Source: an optimization exercise on an open RTL-to-GDS flow (aim: small area and a short achievable clock period). Production flows keep margins and buffers that such runs may drop. The RTL was checked by simulation tests, not by an equivalence proof against the original design. No activity file was given, so power comes from the tool's default toggle rates.

### design/flow/config.mk
export PLATFORM = sky130hd
export DESIGN_NAME = MIPS
export DESIGN_NICKNAME = MIPS
export VERILOG_FILES = /design/flow/design.v
export SDC_FILE = /design/flow/constraint.sdc
export NUM_CORES = 4
export LEC_CHECK = 0
export CAP_MARGIN = 20
export CORE_MARGIN = 2
export CORE_UTILIZATION = 45
export SETUP_SLACK_MARGIN = 3.0
export SLEW_MARGIN = 20
### design/flow/constraint.sdc
create_clock -name core_clock -period 6.0 [get_ports {clk}]
set_input_delay 1.2000 -clock core_clock [delete_from_list [all_inputs] [get_ports {clk}]]
set_output_delay 1.2000 -clock core_clock [all_outputs]
set_load 0.01 [all_outputs]
### design/flow/design.v
module MIPS (
    input             clk,
    input             rst_n,
    input             in_valid,
    input      [31:0] instruction,
    input      [19:0] output_reg,
    output            out_valid,
    output     [31:0] out_1,
    output     [31:0] out_2,
    output     [31:0] out_3,
    output     [31:0] out_4,
    output            instruction_fail
);
function [5:0] dec;
    input [4:0] a;
    begin
        dec[0] = (a == 5'b10000);
        dec[1] = (a == 5'b11111);
        dec[2] = (a == 5'b10111);
        dec[3] = (a == 5'b01000);
        dec[4] = (a == 5'b10010);
        dec[5] = (a == 5'b10001);
    end
endfunction
function [5:0] dec_g;
    input [4:0] a;
    begin
        dec_g[0] =  a[4] & ~a[3] & ~a[2] & ~a[1] & ~a[0];
        dec_g[1] =  a[4] &  a[3] &  a[2] &  a[1] &  a[0];
        dec_g[2] =  a[4] & ~a[3] &  a[2] &  a[1] &  a[0];
        dec_g[3] = ~a[4] &  a[3] & ~a[2] & ~a[1] & ~a[0];
        dec_g[4] =  a[4] & ~a[3] & ~a[2] &  a[1] & ~a[0];
        dec_g[5] =  a[4] & ~a[3] & ~a[2] & ~a[1] &  a[0];
    end
endfunction
function [31:0] rd6;
    input [5:0]  s;
    input [31:0] r0, r1, r2, r3, r4, r5;
    rd6 = ({32{s[0]}} & r0) | ({32{s[1]}} & r1) | ({32{s[2]}} & r2)
        | ({32{s[3]}} & r3) | ({32{s[4]}} & r4) | ({32{s[5]}} & r5);
endfunction
reg [31:0] rf0, rf1, rf2, rf3, rf4, rf5;
reg  [5:0] rv;         
wire [31:0] res;       
wire [5:0] op    = instruction[31:26];
wire [5:0] funct = instruction[5:0];
wire       is_r  = (op == 6'b000000);
wire       is_i  = (op == 6'b001000);
wire       f_add = is_r & (funct == 6'b100000);
wire       f_and = is_r & (funct == 6'b100100);
wire       f_or  = is_r & (funct == 6'b100101);
wire       f_nor = is_r & (funct == 6'b100111);
wire       f_sll = is_r & (funct == 6'b000000);
wire       f_srl = is_r & (funct == 6'b000010);
wire       legal = f_add | f_and | f_or | f_nor | f_sll | f_srl | is_i;
wire [5:0] rs_h  = dec(instruction[25:21]);
wire [5:0] rt_h  = dec(instruction[20:16]);
wire [5:0] rd_h  = dec(instruction[15:11]);
wire [5:0] dst_h = is_i ? rt_h : rd_h;
reg         v1;
reg   [5:0] dst1;
reg         ok1;       
reg         f1n;
reg  [31:0] a1, b1;
reg         add1, and1, or1, nor1, sll1, srl1;
reg   [4:0] sh1, rot1;
reg  [19:0] oreg1;
wire        f1   = ~(ok1 & (|dst1));
wire  [5:0] we1  = (v1 & ok1) ? dst1 : 6'd0;
wire        fwd_a = |(rs_h & we1);
wire        fwd_b = ~is_i & (|(rt_h & we1));
wire [31:0] pre_a = rd6(rs_h & rv, rf0, rf1, rf2, rf3, rf4, rf5);
wire [31:0] pre_b = is_i ? {{16{instruction[15]}}, instruction[15:0]}
                         : rd6(rt_h & rv, rf0, rf1, rf2, rf3, rf4, rf5);
always @(posedge clk or negedge rst_n) begin
    if (!rst_n) v1 <= 1'b0;
    else        v1 <= in_valid;
end
always @(posedge clk) begin
    dst1  <= dst_h;
    ok1   <= legal & (|rs_h) & (|rt_h);
    a1    <= fwd_a ? res : pre_a;
    b1    <= fwd_b ? res : pre_b;
    add1  <= f_add | is_i;
    and1  <= f_and;
    or1   <= f_or;
    nor1  <= f_nor;
    sll1  <= f_sll;
    srl1  <= f_srl;
    sh1   <= instruction[10:6];
    rot1  <= f_srl ? instruction[10:6] : -instruction[10:6];
    oreg1 <= output_reg;
end
wire [31:0] sum = a1 + b1;
wire [31:0] r0 = rot1[0] ? {b1[0], b1[31:1]}    : b1;
wire [31:0] r1 = rot1[1] ? {r0[1:0], r0[31:2]}  : r0;
wire [31:0] r2 = rot1[2] ? {r1[3:0], r1[31:4]}  : r1;
wire [31:0] r3 = rot1[3] ? {r2[7:0], r2[31:8]}  : r2;
wire [31:0] r4 = rot1[4] ? {r3[15:0], r3[31:16]} : r3;
wire [31:0] msk = ({32{sll1}} & ({32{1'b1}} << sh1)) | ({32{srl1}} & ({32{1'b1}} >> sh1));
assign res = ({32{add1}} & sum)
           | ({32{and1}} & (a1 & b1))
           | ({32{or1}}  & (a1 | b1))
           | ({32{nor1}} & ~(a1 | b1))
           | (msk & r4);
always @(posedge clk or negedge rst_n) begin
    if (!rst_n) rv <= 6'd0;
    else        rv <= rv | we1;
end
always @(posedge clk) begin
    if (we1[0]) rf0 <= res;
    if (we1[1]) rf1 <= res;
    if (we1[2]) rf2 <= res;
    if (we1[3]) rf3 <= res;
    if (we1[4]) rf4 <= res;
    if (we1[5]) rf5 <= res;
end
reg        v2;
reg        f2;
reg  [5:0] s1, s2, s3, s4;       
reg  [5:0] t1, t2, t3, t4;       
always @(posedge clk or negedge rst_n) begin
    if (!rst_n) v2 <= 1'b0;
    else        v2 <= v1;
end
always @(posedge clk) begin
    f2 <= f1;
    s1 <= f1 ? 6'd0 : (dec(oreg1[4:0])   & (rv | we1));
    s2 <= f1 ? 6'd0 : (dec(oreg1[9:5])   & (rv | we1));
    s3 <= f1 ? 6'd0 : (dec(oreg1[14:10]) & (rv | we1));
    s4 <= f1 ? 6'd0 : (dec(oreg1[19:15]) & (rv | we1));
    t1 <= f1 ? 6'd0 : (dec_g(oreg1[4:0])   & (rv | we1));
    t2 <= f1 ? 6'd0 : (dec_g(oreg1[9:5])   & (rv | we1));
    t3 <= f1 ? 6'd0 : (dec_g(oreg1[14:10]) & (rv | we1));
    t4 <= f1 ? 6'd0 : (dec_g(oreg1[19:15]) & (rv | we1));
end
assign out_valid        = v2;
assign instruction_fail = f2;
wire [31:0] o1l = rd6(s1, rf0, rf1, rf2, rf3, rf4, rf5);
wire [31:0] o2l = rd6(s2, rf0, rf1, rf2, rf3, rf4, rf5);
wire [31:0] o3l = rd6(s3, rf0, rf1, rf2, rf3, rf4, rf5);
wire [31:0] o4l = rd6(s4, rf0, rf1, rf2, rf3, rf4, rf5);
wire [31:0] o1h = rd6(t1, rf0, rf1, rf2, rf3, rf4, rf5);
wire [31:0] o2h = rd6(t2, rf0, rf1, rf2, rf3, rf4, rf5);
wire [31:0] o3h = rd6(t3, rf0, rf1, rf2, rf3, rf4, rf5);
wire [31:0] o4h = rd6(t4, rf0, rf1, rf2, rf3, rf4, rf5);
assign out_1 = {o1h[31:16], o1l[15:0]};
assign out_2 = {o2h[31:16], o2l[15:0]};
assign out_3 = {o3h[31:16], o3l[15:0]};
assign out_4 = {o4h[31:16], o4l[15:0]};
endmodule
### design/flow/flow/run.sh
#!/bin/bash
# The standard layout, with every input and output port buffered by a
# sky130_fd_sc_hd__buf_2 instead of the cell buffer_ports picks by default.
set -euo pipefail
export BUFFER_PORTS_ARGS="-buffer_cell sky130_fd_sc_hd__buf_2"
bash standard.sh > standard_flow.log 2>&1
### design/flow/standard.sh
#!/bin/bash
# synth_recipe.tcl (not shown) runs the flow's synth.tcl, then flattens the netlist and writes it again
# the make line also repeats each setting of config.mk as NAME=value (left out here)
make -C /OpenROAD-flow-scripts/flow DESIGN_CONFIG=/design/flow/config.mk WORK_HOME=/design/flow/orfs CLKGATE_MAP_FILE= SYNTH_SCRIPT=/design/flow/synth_recipe.tcl "${@:-finish}"
==> run summary, run 1 <==
- Min-Delay Path Class: reg -> reg
- First-pass GRT wire length: ~150,000 µm
- CTS tree: yes
- Sequential cell area fraction in the yosys report: between 30 and 40%
- Netlist cell types: 83
- GRT met1 Usage: between 50% and 60%
- Unrepaired setup endpoints after global routing: yes
- Worst r2r src: a1[6]$_DFF_P_
- Crit path cell chain: inv_2, ha_4, a21o_1, a21o_1, a2111oi_4, buf_4, a21oi_4, buf_12, a211oi_4, o21a_2, buf_12, mux2i_4, nand2_4
- Post-synth EDFFs: 192
- Slew @ Worst Pin: between 1 and 1.5 ns
- Initial DRC Count: 4,780
- Mapped Area: approximately 23,000 µm²
- Min-Delay Endpoint: t3[2]$_SDFF_PN0_
- Clock latency (worst-skew pair): approximately 0.58 ns
- Ports: roughly 190
- Layout cells sized above 1: around a quarter
- Hold buffer count at cts: 0
- Slew Limit Fails: 0
- Tmin final: ~3.1 ns
- Most frequent cell after synthesis: a22oi_1
- Sink Count: between 300 and 400
- CTS Buf Count: 39
- RR Endpoint: rf1[27]$_DFFE_PP_
- Max_slew headroom: 20.7%
- GP Congestion: 1.02
- Core outline area: 50,200 µm²
- HPWL after DPL: between 60,000 and 70,000 µm
- CP max stage cell: dfxtp_2
- Post-place setup slack: 1.82 ns
- WP data arrival: 3.41 ns
- Synth-to-layout area growth: 16.6%
- Startpoint types: flip-flop
- H-tree Lvls: 2
- Fin Hold WS: around 0.46 ns
- Ys Warns: 1
- Max-cap viol count: 0
- Most used routing layer: met2
- Synth top area cells: edfxtp_1 (25%), a22oi_1 (18%), dfxtp_1 (14%)
- Top FF cell, synth: edfxtp_1
- Synthesized flop and latch total: 355
- Worst Path Max Fanout: 6
- Final hold viol count: 0
- CTS Buffer Depth: 3
- CTS clk-pin slew, worst paths: 0.06 ns
- Die X-Extent: approximately 230 µm
- CP bufs+invs: 4
- Number of global-route vias before repair: ~23,000
- M2 GR Usage: a little under three fifths
- PortBufs: about 180
- GRT Overall Usage: between 30% and 40%
- Asr flop ratio synth: between 2 and 2.5%
- Post-route ant nets: 0
- Drt first pass iters: 10
- Vias per cell: ~7.4
- Placed cell count: ~3,200
- DIE HEIGHT: around 230 µm
- Max Clock Freq: roughly 0.32 GHz
- Met3 global-route usage: between 10% and 20%
- Final Util: between 50% and 60%
- Fin nets: 2,708
- Rows: between 80 and 90
- Starting Density: ~46%
- Syn nets: between 2,000 and 3,000
- Top cell types by occurrence after synthesis: a22oi_1 (540), clkbuf_1 (197), edfxtp_1 (192)
- Routed WL: 105,000 µm
- Setup TNS: 0 ns
- Reg2reg setup slack: approximately 2.9 ns
- WL/cell: about 32 µm
- Pin count of the biggest net entering global routing: 53
- Vias: roughly 24,000
- Req. time, crit path: 6.28 ns
- DRC violations left: 0
- Leak pwr: around 10 nW
- CP Class: reg -> reg
- Worst path max stage delay: ~0.34 ns
- Mean Syn Cell Area: roughly 9.2 µm²
- Power per standard cell area: between 150 and 200 nW/µm²
- CTS root buf: clkbuf_16
- Cell Count, Final, Fillers Out: about 3,300
- Period utilisation layout: between 50% and 60%
- Run status: no timing/DRC/antenna violations
- Gate Count Post-Synth: roughly 2,500
- Skew final: between 0.02 and 0.03 ns
- Die ar.: approximately 53,000 µm²
- Final setup violation count: 0
- Hold path cells: 1
- R2R depth: 13
- Yosys top cell by area: edfxtp_1
- Crit-path leading delay family: compound AO/OA/AOI/OAI gates
- Share of the synthesized area in the top cell type: around a quarter
- Critical path endpoint category: flip-flop
- Congestion Overflow GR: 0
- Hold_sp: oreg1[13]$_DFF_P_
- Initial antenna violation count: 7
- Slack of the critical path: around 2.9 ns
- VDD IR-drop max: just under 0.3 mV
## how the worst max path moves through the flow
stage,start,to,slack (ns),cells after the start
floorplan,instruction[26],b1[16]$_DFF_P_,3.01,8
detailed placement,instruction[26],b1[24]$_DFF_P_,1.82,9
finish,a1[6]$_DFF_P_,rf1[27]$_DFFE_PP_,2.87,13
global placement,instruction[26],b1[24]$_DFF_P_,1.88,9
global route,a1[6]$_DFF_P_,b1[21]$_DFF_P_,2.84,14
CTS,b1[2]$_DFF_P_,rf5[16]$_DFFE_PP_,2.95,12
## kinds of logic after synthesis
| family | synth area share, % |
|---|---|
| AOI/OAI and AO/OA | 29.7 |
| xor gates and xnor gates | 0.726 |
| adders and majority gates | 3.64 |
| buffers and inverters | 5.72 |
| DFF | 39.6 |
| muxes | 6.05 |
| and+or+nand+nor | 14.6 |
## per-layer routing
layer  part of all wire (%)  wire length, µm
met1                     37            39000
met2                     42            44100
met3                     15            15600
met4                    6.3             6610
met5                  0.040               42
## state kept, by name, summed over array words and instances, names as in the netlist, 20 cells and up
register / cells
b1: 32
rf3: 32
rf2: 32
rf0: 32
oreg1: 20
rf4: 32
a1: 32
rf1: 32
rf5: 32
## what timing repair did
item,4_1_cts,5_1_grt
cloned,1,0
buffers inserted,27,24
gates resized for setup,164,96
pin swaps,17,28
setup endpoints to repair,383,204
hold endpoints to repair,0,0
## metrics by stage
stage	cell area, µm²	total power [mW]
6_report	26700	5.23
5_1_grt	26700	5.36
4_1_cts	26200	5.24
3_5_place_dp	24100	2.84
3_3_place_gp	24100	2.84
2_1_floorplan	22900	2.76
## final cells by class
cell class / instances / area (µm²)
Clock inverter: 21 / 178
Timing Repair Buffer: 272 / 1670
Sequential cell: 355 / 9280
Antenna cell: 2 / 5.00
Multi-Input combinational cell: 1805 / 13200
Tap cell: 672 / 841
Inverter: 114 / 438
Fill cell: 4488 / 23500
Clock buffer: 51 / 1120
## layout by cell type (no fill, tap or decap), types with 15 or more instances in the layout
| cell type | instances |
|---|---|
| nand4_1 | 30 |
| buf_4 | 77 |
| mux4_2 | 32 |
| a221o_1 | 16 |
| edfxtp_1 | 192 |
| buf_2 | 184 |
| a22oi_1 | 540 |
| nor2b_1 | 30 |
| dfxtp_4 | 41 |
| o21ai_0 | 75 |
| a31oi_1 | 31 |
| and3_1 | 23 |
| a21o_1 | 15 |
| a221oi_1 | 19 |
| dfxtp_1 | 71 |
| mux2i_1 | 28 |
| a21oi_1 | 100 |
| nor3_1 | 28 |
| nor2_1 | 101 |
| or2_2 | 15 |
| dfxtp_2 | 43 |
| a222oi_1 | 17 |
| nand2_1 | 173 |
| ha_1 | 44 |
| inv_1 | 102 |
| mux2_2 | 28 |
| nand3_1 | 184 |
| clkbuf_16 | 43 |
## where the power goes
part / switching (mW) / internal [mW]
Sequential: 0.0318 / 2.53
Clock: 1.05 / 1.38
Combinational: 0.143 / 0.0924
Total: 1.22 / 4.01
==> run 2: changes to the inputs <==
--- a/design/flow/config.mk
+++ b/design/flow/config.mk
@@ -8,5 +8,5 @@
 export CAP_MARGIN = 20
 export CORE_MARGIN = 2
 export CORE_UTILIZATION = 45
-export SETUP_SLACK_MARGIN = 3.0
+export SETUP_SLACK_MARGIN = 3.2
 export SLEW_MARGIN = 20
==> run summary, run 2 <==
- Run status: no timing/DRC/antenna violations
- WL/cell: 31.0 µm (-3.0%)
- Fin nets: 2,899 (+7.1%)
- Ys Warns: 1 (unchanged)
- Layout cells sized above 1: 38.4% (+15 points)
- Final setup violation count: 0 (unchanged)
- VDD IR-drop max: 0.266 mV (-8.8%)
- Starting Density: 45.7% (unchanged)
- Power per standard cell area: 175 nW/µm² (-11%)
- Core outline area: 50,200 µm² (unchanged)
- Critical path endpoint category: primary output
- Req. time, crit path: 4.80 ns (-1.48 ns)
- # fillers: 4,183 (-6.8%)
- Syn nets: 2,616 (unchanged)
- Hold path cells: 1 (unchanged)
- Max Clock Freq: 0.340 GHz (+6.3%)
- Min-Delay Endpoint: s2[3]$_SDFF_PN0_
- Slew Limit Fails: 0 (unchanged)
- Pin count of the biggest net entering global routing: 44 (-17%)
- Post-route design area: 30,000 µm² (+12%)
- Slew @ Worst Pin: 1.11 ns (-0.0748 ns)
- Top FF cell, synth: edfxtp_1
- R2R depth: 11 (-2)
- DRC violations left: 0 (unchanged)
- Post-route ant nets: 0 (unchanged)
- Rows: 82 (unchanged)
- CTS Buffer Depth: 3 (unchanged)
- Mapped Area: 22,900 µm² (unchanged)
- Min-Delay Path Class: reg -> reg
- Period utilisation layout: 49.0% (-3.1 points)
- Most frequent cell after synthesis: a22oi_1
- Most frequent cells in the layout: a22oi_1 (363), buf_4 (234), edfxtp_1 (192)
- Sink Count: 355 (unchanged)
- Startpoint types: flip-flop
- CTS Buf Count: 39 (unchanged)
- Crit path cell chain: a22oi_1, nand3_1, buf_2
- Share of the synthesized area in the top cell type: 25.2% (unchanged)
- Skew final: 0.0319 ns (+0.00589 ns)
- Vias: 25,449 (+4.9%)
- Yosys top cell by area: edfxtp_1
- Vias per cell: 7.31 (-0.79%)
- CTS clk-pin slew, worst paths: 0.06 ns (about the same)
- Setup TNS: 0 ns (unchanged)
- Synth-to-layout area growth: 31.1%
- PortBufs: 184 (unchanged)
- Worst Path Max Fanout: 6 (unchanged)
- GRT Overall Usage: 38.1% (-0.21 points)
- Hold_sp: oreg1[9]$_DFF_P_
- First-pass GRT wire length: 151,000 µm (about the same)
- Most common cell after layout, fill and taps aside: a22oi_1
- Routed WL: 108,000 µm (+2.6%)
- Unrepaired setup endpoints after global routing: yes
- Initial DRC Count: 4,816 (+0.75%)
- Synth top area cells: edfxtp_1 (25%), a22oi_1 (18%), dfxtp_1 (14%)
- CTS tree: yes
- Synthesized flop and latch total: 355 (unchanged)
- CTS root buf: clkbuf_16
- Hold buffer count at cts: 0 (unchanged)
- Drt first pass iters: 13 (+3)
- Initial antenna violation count: 4 (-3)
- Number of global-route vias before repair: 22,997 (+0.56%)
- WP data arrival: 1.74 ns (-1.67 ns)
- Gate Count Post-Synth: 2,495 (unchanged)
- Max_slew headroom: 25.7% (+5.0 points)
- Clock latency (worst-skew pair): 0.57 ns (about the same)
- Post-synth EDFFs: 192 (unchanged)
- HPWL after DPL: 68,100 µm (-0.23%)
- Worst path max stage delay: 0.56 ns (+0.22 ns)
- Die ar.: 52,700 µm² (unchanged)
- CP max stage cell: edfxtp_1
- Netlist cell types: 83 (unchanged)
- Max-cap viol count: 0 (unchanged)
- Asr flop ratio synth: 2.25% (unchanged)
- Die X-Extent: 230 µm (unchanged)
- RR Endpoint: rf4[22]$_DFFE_PP_
- Placed cell areas: 24,200 µm² (+0.24%)
- GP Congestion: 1.01 (-0.85%)
- Sequential cell area fraction in the yosys report: 39.6% (unchanged)
- Tmin final: 2.94 ns (-0.184 ns)
- Ports: 185 (unchanged)
- DIE HEIGHT: 230 µm (unchanged)
- Congestion Overflow GR: 0 (unchanged)
- Leak pwr: 11.7 nW (+14%)
- CP Class: reg -> out
- Reg2reg setup slack: 3.08 ns (+0.21 ns)
- Final hold viol count: 0 (unchanged)
- Mean Syn Cell Area: 9.18 µm² (unchanged)
- Worst r2r src: a1[10]$_DFF_P_
- H-tree Lvls: 2 (unchanged)
- Top cell types by occurrence after synthesis: a22oi_1 (540), clkbuf_1 (197), edfxtp_1 (192)
-- run 2: cell counts after synthesis --
No cell type changed its count.
-- run 2: worst max path at each step --
stage          cells past startpoint  slack [ns]              start                 to
4_1_cts                           12        3.12      b1[6]$_DFF_P_  rf0[21]$_DFFE_PP_
3_3_place_gp                       9        1.96    instruction[26]     b1[26]$_DFF_P_
3_5_place_dp                       9        1.91    instruction[26]     b1[26]$_DFF_P_
6_report                           3        3.06  rf1[24]$_DFFE_PP_          out_4[24]
2_1_floorplan                      9        3.21    instruction[26]     b1[27]$_DFF_P_
5_1_grt                           11        3.00      a1[1]$_DFF_P_     b1[29]$_DFF_P_
-- run 2: power by group --
| part | total [mW] | internal [mW] | switching (mW) |
|---|---|---|---|
| logic | 0.263 | 0.109 | 0.155 |
| registers | 2.55 | 2.52 | 0.0271 |
| clock network | 2.44 | 1.42 | 1.02 |
| total | 5.26 | 4.05 | 1.20 |
-- run 2: what timing repair did --
| item | CTS | global route |
|---|---|---|
| setup endpoints to repair | 384 | 335 |
| setup buffers | 100 | 136 |
| gates cloned | 2 | 2 |
| gates resized for setup | 314 | 344 |
| pin swaps | 92 | 139 |
-- run 2: layer usage --
layer / wire (µm) / vias up / GRT usage (%)
met5: 34 / - / 0
li1: - / 10341 / -
met3: 16100 / 647 / 10.9
met2: 46100 / 2351 / 57.3
met1: 38300 / 12104 / 50.4
met4: 7490 / 6 / 17.9
-- run 2: stage by stage --
step | instances | power [mW] | hold slack, ns | utilization [%] | setup slack (ns)
after floorplan | 2495 | 2.76 | 0.415 | - | 3.21
after global placement | 3169 | 2.84 | 0.475 | 48.2 | 1.96
after detailed placement | 3169 | 2.84 | 0.473 | 48.2 | 1.91
after CTS | 3343 | 5.23 | 0.472 | 54.5 | 3.12
after global routing | 3481 | 5.38 | 0.491 | 59.9 | 3.00
final | 3482 | 5.26 | 0.481 | 59.9 | 3.06
-- run 2: cell families (layout without fill, tap and decap cells) --
family	count (synthesis)	after routing	synth area share (%)
buffers and inverters	336	648	5.72
XOR/XNOR	19	19	0.726
multiplexers	95	95	6.05
other	0	1	0
adder cells (fa/ha/maj)	66	66	3.64
AND/OR/NAND/NOR	676	676	14.6
AO/OA/AOI/OAI	948	950	29.7
flip-flops	355	355	39.6
-- run 2: final cells by class --
type	instances	area (µm²)	share of cell area, %
multi-input combinational	1806	14700	48.9
sequential	355	9360	31.2
clock buffer	55	1140	3.79
timing repair buffer	462	3400	11.3
tap	672	841	2.80
antenna	1	2.50	0.00833
clock inverter	17	166	0.554
inverter	114	459	1.53
-- run 2: critical path: cells and delay by family (launching register included) --
kind,cells,cell delay (ns)
flops,1,0.56
buf+inv,1,0.17
simple gates,1,0.14
compound gates,1,0.33
==> run 3: changes to the inputs <==
--- a/design/flow/config.mk
+++ b/design/flow/config.mk
@@ -8,5 +8,6 @@
 export CAP_MARGIN = 20
 export CORE_MARGIN = 2
 export CORE_UTILIZATION = 45
-export SETUP_SLACK_MARGIN = 3.2
+export SETUP_SLACK_MARGIN = 3.1
 export SLEW_MARGIN = 20
+export TNS_END_PERCENT = 30
==> run summary, run 3 <==
- Run status: no timing/DRC/antenna violations
- Pin count of the biggest net entering global routing: 62 (+41%)
- Slew Limit Fails: 0 (unchanged)
- WL/cell: 31.9 µm (+2.8%)
- CTS Buf Count: 40 (+2.6%)
- Mapped Area: 22,900 µm² (unchanged)
- GP Congestion: 0.997 (-1.5%)
- Netlist cell types: 83 (unchanged)
- First-pass GRT wire length: 150,000 µm (-0.72%)
- Top FF cell, synth: edfxtp_1
- Synthesized flop and latch total: 355 (unchanged)
- Worst Path Max Fanout: 16 (+10)
- PortBufs: 184 (unchanged)
- Skew final: 0.0272 ns (-0.00474 ns)
- Power, Total: 5.43 mW (+3.4%)
- Synth-to-layout area growth: 19.3%
- Max-cap viol count: 0 (unchanged)
- Vias per cell: 7.33 (+0.36%)
- Slew @ Worst Pin: 1.12 ns (+0.00673 ns)
- Post-synth EDFFs: 192 (unchanged)
- Routed WL: 106,000 µm (-1.9%)
- Placed cell areas: 24,100 µm² (-0.20%)
- HPWL after DPL: 67,800 µm (-0.40%)
- Period utilisation layout: 51.1% (+2.0 points)
- DRC violations left: 0 (unchanged)
- Rows: 82 (unchanged)
- Slack of the critical path: 2.93 ns (-0.123 ns)
- Asr flop ratio synth: 2.25% (unchanged)
- Fin Hold WS: 0.461 ns (-0.0204 ns)
- Number of global-route vias before repair: 22,411 (-2.5%)
- CTS clk-pin slew, worst paths: 0.06 ns (about the same)
- Core outline area: 50,200 µm² (unchanged)
- WP data arrival: 1.87 ns (+0.13 ns)
- Post-place setup slack: 1.98 ns (+0.0726 ns)
- Startpoint types: flip-flop
- Drt first pass iters: 10 (-3)
- Ports: 185 (unchanged)
- Req. time, crit path: 4.80 ns (about the same)
- Ys Warns: 1 (unchanged)
- Synth top area cells: edfxtp_1 (25%), a22oi_1 (18%), dfxtp_1 (14%)
- Final setup violation count: 0 (unchanged)
- Most common cell after layout, fill and taps aside: a22oi_1
- Min-Delay Path Class: reg -> reg
- CTS tree: yes
- GRT Overall Usage: 37.9% (-0.15 points)
- Yosys top cell by area: edfxtp_1
- Gate Count Post-Synth: 2,495 (unchanged)
- Die X-Extent: 230 µm (unchanged)
- Fin nets: 2,737 (-5.6%)
- Die ar.: 52,700 µm² (unchanged)
- Max_slew headroom: 25.3% (-0.45 points)
- Max Clock Freq: 0.326 GHz (-4.0%)
- Mean Syn Cell Area: 9.18 µm² (unchanged)
- Tmin final: 3.07 ns (+0.123 ns)
- Syn nets: 2,616 (unchanged)
- DIE HEIGHT: 230 µm (unchanged)
- Vias: 24,359 (-4.3%)
- Post-route ant nets: 0 (unchanged)
- Initial antenna violation count: 3 (-1)
- Critical path endpoint category: primary output
- Top cell types by occurrence after synthesis: a22oi_1 (540), clkbuf_1 (197), edfxtp_1 (192)
- Final hold viol count: 0 (unchanged)
- Unrepaired setup endpoints after global routing: yes
- H-tree Lvls: 2 (unchanged)
- Clock latency (worst-skew pair): 0.58 ns (about the same)
- Congestion Overflow GR: 0 (unchanged)
- Most frequent cells in the layout: a22oi_1 (527), edfxtp_1 (192), buf_2 (184)
- Sink Count: 355 (unchanged)
- CTS Buffer Depth: 3 (unchanged)
- CTS root buf: clkbuf_16
- Layout cells sized above 1: 25.9% (-12 points)
- Setup TNS: 0 ns (unchanged)
- Initial DRC Count: 4,781 (-0.73%)
- Starting Density: 45.7% (unchanged)
- VDD IR-drop max: 0.254 mV (-4.4%)
- Leak pwr: 10.6 nW (-9.9%)
- Post-route design area: 27,300 µm² (-9.0%)
- Most frequent cell after synthesis: a22oi_1
- CP Class: reg -> out
- Share of the synthesized area in the top cell type: 25.2% (unchanged)
- Power per standard cell area: 199 nW/µm² (+14%)
- Sequential cell area fraction in the yosys report: 39.6% (unchanged)
run 3: layout make-up:
type                    instances  area [µm²]
well taps                     672         841
clock inverters                19         205
flip-flops and latches        355        9310
repair buffers                301        1940
fillers                      4407       22800
multi-input cells            1804       13400
clock buffers                  55        1200
diodes                          1        2.50
inverters                     114         448
run 3: per-stage QoR:
stage	cells	util, %
6_report	3321	54.5
4_1_cts	3282	52.8
5_1_grt	3320	54.5
2_1_floorplan	2495	-
3_3_place_gp	3167	48.1
3_5_place_dp	3167	48.1
run 3: routing by layer:
metal	vias up	wire [µm]	track usage, %
li1	10017	-	-
met1	11604	39000	50.1
met2	2197	44900	55.6
met3	537	15400	12.2
met4	4	6750	19.3
met5	-	18	0
run 3: critical path, stage by stage, from the launching register on:
cell     delay (ns)
dfxtp_2        0.67
a22oi_1        0.18
nand3_1        0.25
buf_2          0.18
run 3: repair_timing:
item,CTS,global route
hold buffers,0,0
cloned,0,2
endpoints found under the setup margin,384,331
resized for setup,186,130
setup buffers,41,36
pin swaps,33,20
run 3: cells by family after synthesis:
kind of cell / after synthesis / share of synthesized area (%)
compound gates: 948 / 29.7
simple gates: 676 / 14.6
flops: 355 / 39.6
buf+inv: 336 / 5.72
mux: 95 / 6.05
fa+ha+maj: 66 / 3.64
xor+xnor: 19 / 0.726
run 3: final timing paths:
kind / start / to / slack, ns / depth (start not counted)
worst max-delay path: t4[3]$_SDFF_PN0_ / out_4[25] / 2.93 / 3
worst min register to register: oreg1[8]$_DFF_P_ / s2[2]$_SDFF_PN0_ / 0.46 / 1
min in group asynchronous: rst_n / v1$_DFF_PN0_ / 0.48 / 1
max in group asynchronous: rst_n / rv[1]$_DFF_PN0_ / 5.29 / 1
worst min-delay path: oreg1[8]$_DFF_P_ / s2[2]$_SDFF_PN0_ / 0.46 / 1
worst max register to register: sh1[2]$_DFF_P_ / rf4[22]$_DFFE_PP_ / 2.96 / 6
run 3: where the power goes:
part | total, mW | switching, mW | internal, mW | leakage [nW]
Sequential | 2.56 | 0.0355 | 2.53 | 3.65
Clock | 2.63 | 1.08 | 1.55 | 0.702
Combinational | 0.235 | 0.141 | 0.0942 | 6.21
Total | 5.43 | 1.26 | 4.17 | 10.6
==> run 4: changes to the inputs <==
--- a/design/flow/design.v
+++ b/design/flow/design.v
@@ -42,8 +42,19 @@
 reg [31:0] rf0, rf1, rf2, rf3, rf4, rf5;
 reg  [5:0] rv;         
 wire [31:0] res;       
-wire [5:0] op    = instruction[31:26];
-wire [5:0] funct = instruction[5:0];
+reg         v0;
+reg  [31:0] ins0;
+reg  [19:0] oreg0;
+always @(posedge clk or negedge rst_n) begin
+    if (!rst_n) v0 <= 1'b0;
+    else        v0 <= in_valid;
+end
+always @(posedge clk) begin
+    ins0  <= instruction;
+    oreg0 <= output_reg;
+end
+wire [5:0] op    = ins0[31:26];
+wire [5:0] funct = ins0[5:0];
 wire       is_r  = (op == 6'b000000);
 wire       is_i  = (op == 6'b001000);
 wire       f_add = is_r & (funct == 6'b100000);
@@ -53,9 +64,9 @@
 wire       f_sll = is_r & (funct == 6'b000000);
 wire       f_srl = is_r & (funct == 6'b000010);
 wire       legal = f_add | f_and | f_or | f_nor | f_sll | f_srl | is_i;
-wire [5:0] rs_h  = dec(instruction[25:21]);
-wire [5:0] rt_h  = dec(instruction[20:16]);
-wire [5:0] rd_h  = dec(instruction[15:11]);
+wire [5:0] rs_h  = dec(ins0[25:21]);
+wire [5:0] rt_h  = dec(ins0[20:16]);
+wire [5:0] rd_h  = dec(ins0[15:11]);
 wire [5:0] dst_h = is_i ? rt_h : rd_h;
 reg         v1;
 reg   [5:0] dst1;
@@ -70,11 +81,11 @@
 wire        fwd_a = |(rs_h & we1);
 wire        fwd_b = ~is_i & (|(rt_h & we1));
 wire [31:0] pre_a = rd6(rs_h & rv, rf0, rf1, rf2, rf3, rf4, rf5);
-wire [31:0] pre_b = is_i ? {{16{instruction[15]}}, instruction[15:0]}
+wire [31:0] pre_b = is_i ? {{16{ins0[15]}}, ins0[15:0]}
                          : rd6(rt_h & rv, rf0, rf1, rf2, rf3, rf4, rf5);
 always @(posedge clk or negedge rst_n) begin
     if (!rst_n) v1 <= 1'b0;
-    else        v1 <= in_valid;
+    else        v1 <= v0;
 end
 always @(posedge clk) begin
     dst1  <= dst_h;
@@ -87,9 +98,9 @@
     nor1  <= f_nor;
     sll1  <= f_sll;
     srl1  <= f_srl;
-    sh1   <= instruction[10:6];
-    rot1  <= f_srl ? instruction[10:6] : -instruction[10:6];
-    oreg1 <= output_reg;
+    sh1   <= ins0[10:6];
+    rot1  <= f_srl ? ins0[10:6] : -ins0[10:6];
+    oreg1 <= oreg0;
 end
 wire [31:0] sum = a1 + b1;
 wire [31:0] r0 = rot1[0] ? {b1[0], b1[31:1]}    : b1;
--- a/design/flow/config.mk
+++ b/design/flow/config.mk
@@ -10,4 +10,3 @@
 export CORE_UTILIZATION = 45
 export SETUP_SLACK_MARGIN = 3.1
 export SLEW_MARGIN = 20
-export TNS_END_PERCENT = 30
==> run summary, run 4 <==
- Syn nets: 2,609 (-0.27%)
- Unrepaired setup endpoints after global routing: yes
- GP Congestion: 0.960 (-3.8%)
- Hold path cells: 0 (-1)
- Most used routing layer: met2
- Yosys top cell by area: edfxtp_1
- Setup TNS: 0 ns (unchanged)
- Post-route design area: 28,600 µm² (+4.7%)
- CTS Buffer Depth: 3 (unchanged)
- Worst Path Max Fanout: 5 (-11)
- Tmin final: 2.94 ns (-0.125 ns)
- Power per standard cell area: 201 nW/µm² (+1.2%)
- GRT Overall Usage: 35.3% (-2.6 points)
- Req. time, crit path: 4.80 ns (about the same)
- WL/cell: 31.2 µm (-2.3%)
- Skew final: 0.0470 ns (+0.0198 ns)
- HPWL after DPL: 66,000 µm (-2.7%)
- Period utilisation layout: 49.0% (-2.1 points)
- DRC violations left: 0 (unchanged)
- Post-route ant nets: 0 (unchanged)
- Netlist cell types: 87 (+4.8%)
- Synthesized flop and latch total: 408 (+15%)
- Layout cells sized above 1: 27.9% (+2.0 points)
- Max-cap viol count: 0 (unchanged)
- Congestion Overflow GR: 0 (unchanged)
- Core outline area: 52,700 µm² (+5.0%)
- Ports: 185 (unchanged)
- Placed cell areas: 25,200 µm² (+4.4%)
- Vias: 24,592 (+0.96%)
- Final Util: 54.3% (-0.14 points)
- CTS clk-pin slew, worst paths: 0.08 ns (+0.02 ns)
- WP data arrival: 1.74 ns (-0.13 ns)
- Clock latency (worst-skew pair): 0.61 ns (+0.03 ns)
- Top cell types by occurrence after synthesis: a22oi_1 (542), dfxtp_1 (207), edfxtp_1 (192)
- Starting Density: 45.7% (about the same)
- Met3 global-route usage: 9.45% (-2.7 points)
- Sequential cell area fraction in the yosys report: 42.2% (+2.6 points)
- Share of the synthesized area in the top cell type: 24.0% (-1.2 points)
- Leak pwr: 11.1 nW (+4.6%)
- Routed WL: 104,000 µm (-1.9%)
- PortBufs: 184 (unchanged)
- Min-Delay Path Class: reg -> reg
- Synth top area cells: edfxtp_1 (24%), dfxtp_1 (17%), a22oi_1 (17%)
- Critical path endpoint category: primary output
- Die X-Extent: 235 µm (+2.4%)
- Startpoint types: flip-flop
- Synth-to-layout area growth: 19.0%
- Drt first pass iters: 8 (-2)
- Asr flop ratio synth: 2.21% (-0.048 points)
- R2R depth: 9 (+3)
- Ys Warns: 1 (unchanged)
- CTS tree: yes
- Mapped Area: 24,000 µm² (+4.9%)
- CTS Buf Count: 43 (+7.5%)
- Slew @ Worst Pin: 1.08 ns (-0.0437 ns)
- Power, Total: 5.76 mW (+5.9%)
- Rows: 84 (+2.4%)
- Pin count of the biggest net entering global routing: 60 (-3.2%)
- Fin nets: 2,734 (-0.11%)
- VDD IR-drop max: 0.265 mV (+4.5%)
- Max_slew headroom: 27.5% (+2.2 points)
- Most common cell after layout, fill and taps aside: a22oi_1
- CP Class: reg -> out
- Die ar.: 55,300 µm² (+4.9%)
- Gate Count Post-Synth: 2,488 (-0.28%)
- Top FF cell, synth: dfxtp_1
- Most frequent cell after synthesis: a22oi_1
- First-pass GRT wire length: 150,000 µm (-0.35%)
- Sink Count: 408 (+15%)
- M2 GR Usage: 52.1% (-3.5 points)
- Vias per cell: 7.37 (+0.53%)
- Most frequent cells in the layout: a22oi_1 (498), edfxtp_1 (192), buf_2 (184)
- Final hold viol count: 0 (unchanged)
- Final setup violation count: 0 (unchanged)
- Post-synth EDFFs: 192 (unchanged)
- CTS root buf: clkbuf_16
- Initial antenna violation count: 3 (unchanged)
- Max Clock Freq: 0.340 GHz (+4.3%)
- Slew Limit Fails: 0 (unchanged)
- Number of global-route vias before repair: 23,044 (+2.8%)
- DIE HEIGHT: 235 µm (+2.4%)
- Run status: no timing/DRC/antenna violations
- Ant diodes: 0 (-1)
- H-tree Lvls: 2 (unchanged)
- GRT met1 Usage: 48.0% (-2.1 points)
- Initial DRC Count: 4,591 (-4.0%)
- Mean Syn Cell Area: 9.66 µm² (+5.2%)
[run 4: kinds of logic (layout without fill, tap and decap cells)]
logic type / after synthesis / in the layout / share of synthesized area (%)
AO/OA/AOI/OAI: 927 / 927 / 27.9
AND/OR/NAND/NOR: 578 / 578 / 12.1
flip-flops: 408 / 408 / 42.2
buffers and inverters: 339 / 498 / 5.55
multiplexers: 147 / 147 / 8.00
adder cells (fa/ha/maj): 66 / 66 / 3.47
XOR/XNOR: 23 / 23 / 0.838
[run 4: per-layer routing]
metal	part of all wire, %	vias up
met2	43	2213
met4	5.5	6
met3	14	520
li1	-	10021
met1	37	11832
met5	0.028	-
[run 4: what timing repair did]
action / CTS / global route
resized for setup: 223 / 141
pin swaps: 30 / 42
hold buffers: 0 / 0
setup buffers: 37 / 58
endpoints found under the setup margin: 384 / 233
[run 4: final cells by class]
cell class              instances  area, µm²
clock inverters                15        148
inverters                     113        427
repair buffers                306       1920
fillers                      4520      24000
well taps                     688        861
clock buffers                  64       1230
multi-input cells            1741      13600
flip-flops and latches        408      10400
[run 4: worst paths after layout]
kind,from,slack [ns],endpoint
min,oreg0[18]$_DFF_P_,0.32,oreg1[18]$_DFF_P_
max,rf3[29]$_DFFE_PP_,3.06,out_4[29]
min in group asynchronous,rst_n,0.45,rv[0]$_DFF_PN0_
max in group asynchronous,rst_n,5.37,rv[3]$_DFF_PN0_
min reg2reg,oreg0[18]$_DFF_P_,0.32,oreg1[18]$_DFF_P_
max reg2reg,rot1[2]$_DFF_P_,3.12,rf1[26]$_DFFE_PP_
[run 4: where the power goes]
part	leakage, nW	internal [mW]	switching (mW)	total, mW
combinational	6.27	0.0974	0.0997	0.197
sequential	4.12	2.89	0.0594	2.95
clock	0.670	1.44	1.16	2.61
total	11.1	4.44	1.32	5.76
[run 4: through the flow]
step                worst slack, ns  cells  hold slack, ns
floorplan                      3.17   2488           0.310
global placement               2.44   3161           0.312
detailed placement             2.41   3161           0.312
CTS                            3.07   3277           0.325
global route                   3.03   3335           0.332
finish                         3.06   3335           0.320
[run 4: critical path: stages (launching register included)]
cell	delay (ns)
edfxtp_1	0.50
a22oi_1	0.25
nand3_2	0.19
buf_2	0.19

-- afterwards: timing with drivers on the ports --
The results above use ideal ports. As a check the final layouts listed here were re-extracted and re-timed, cells and wires unchanged.
Step 1 sets driving cells, clkbuf_16 on the clock port and buf_2 on the other inputs (assumed; they add their load-dependent delay and slew).
Step 2 also shifts input and output timing later by t, the mid clock arrival at the registers, as if the neighbouring blocks saw the same clock.
a / b / c = ideal ports / drivers / drivers and shift; a / b = the first two.
run	shift t [ns]	setup slack, ns	worst data-port slew with drivers (ns)	pins driven straight from the clock port
run 1	0.632	2.873 / 2.873 / 2.418	0.09	1
run 2	0.617	3.058 / 2.998 / 2.559	0.14	1
run 3	0.637	2.935 / 2.865 / 2.409	0.14	1
run 4	0.646	3.060 / 2.999 / 3.119	0.04	1
After both steps every run listed still meets setup and hold. For run 3, which loses most, drivers alone change the setup slack by -0.070 ns; drivers and shift together by -0.526 ns.
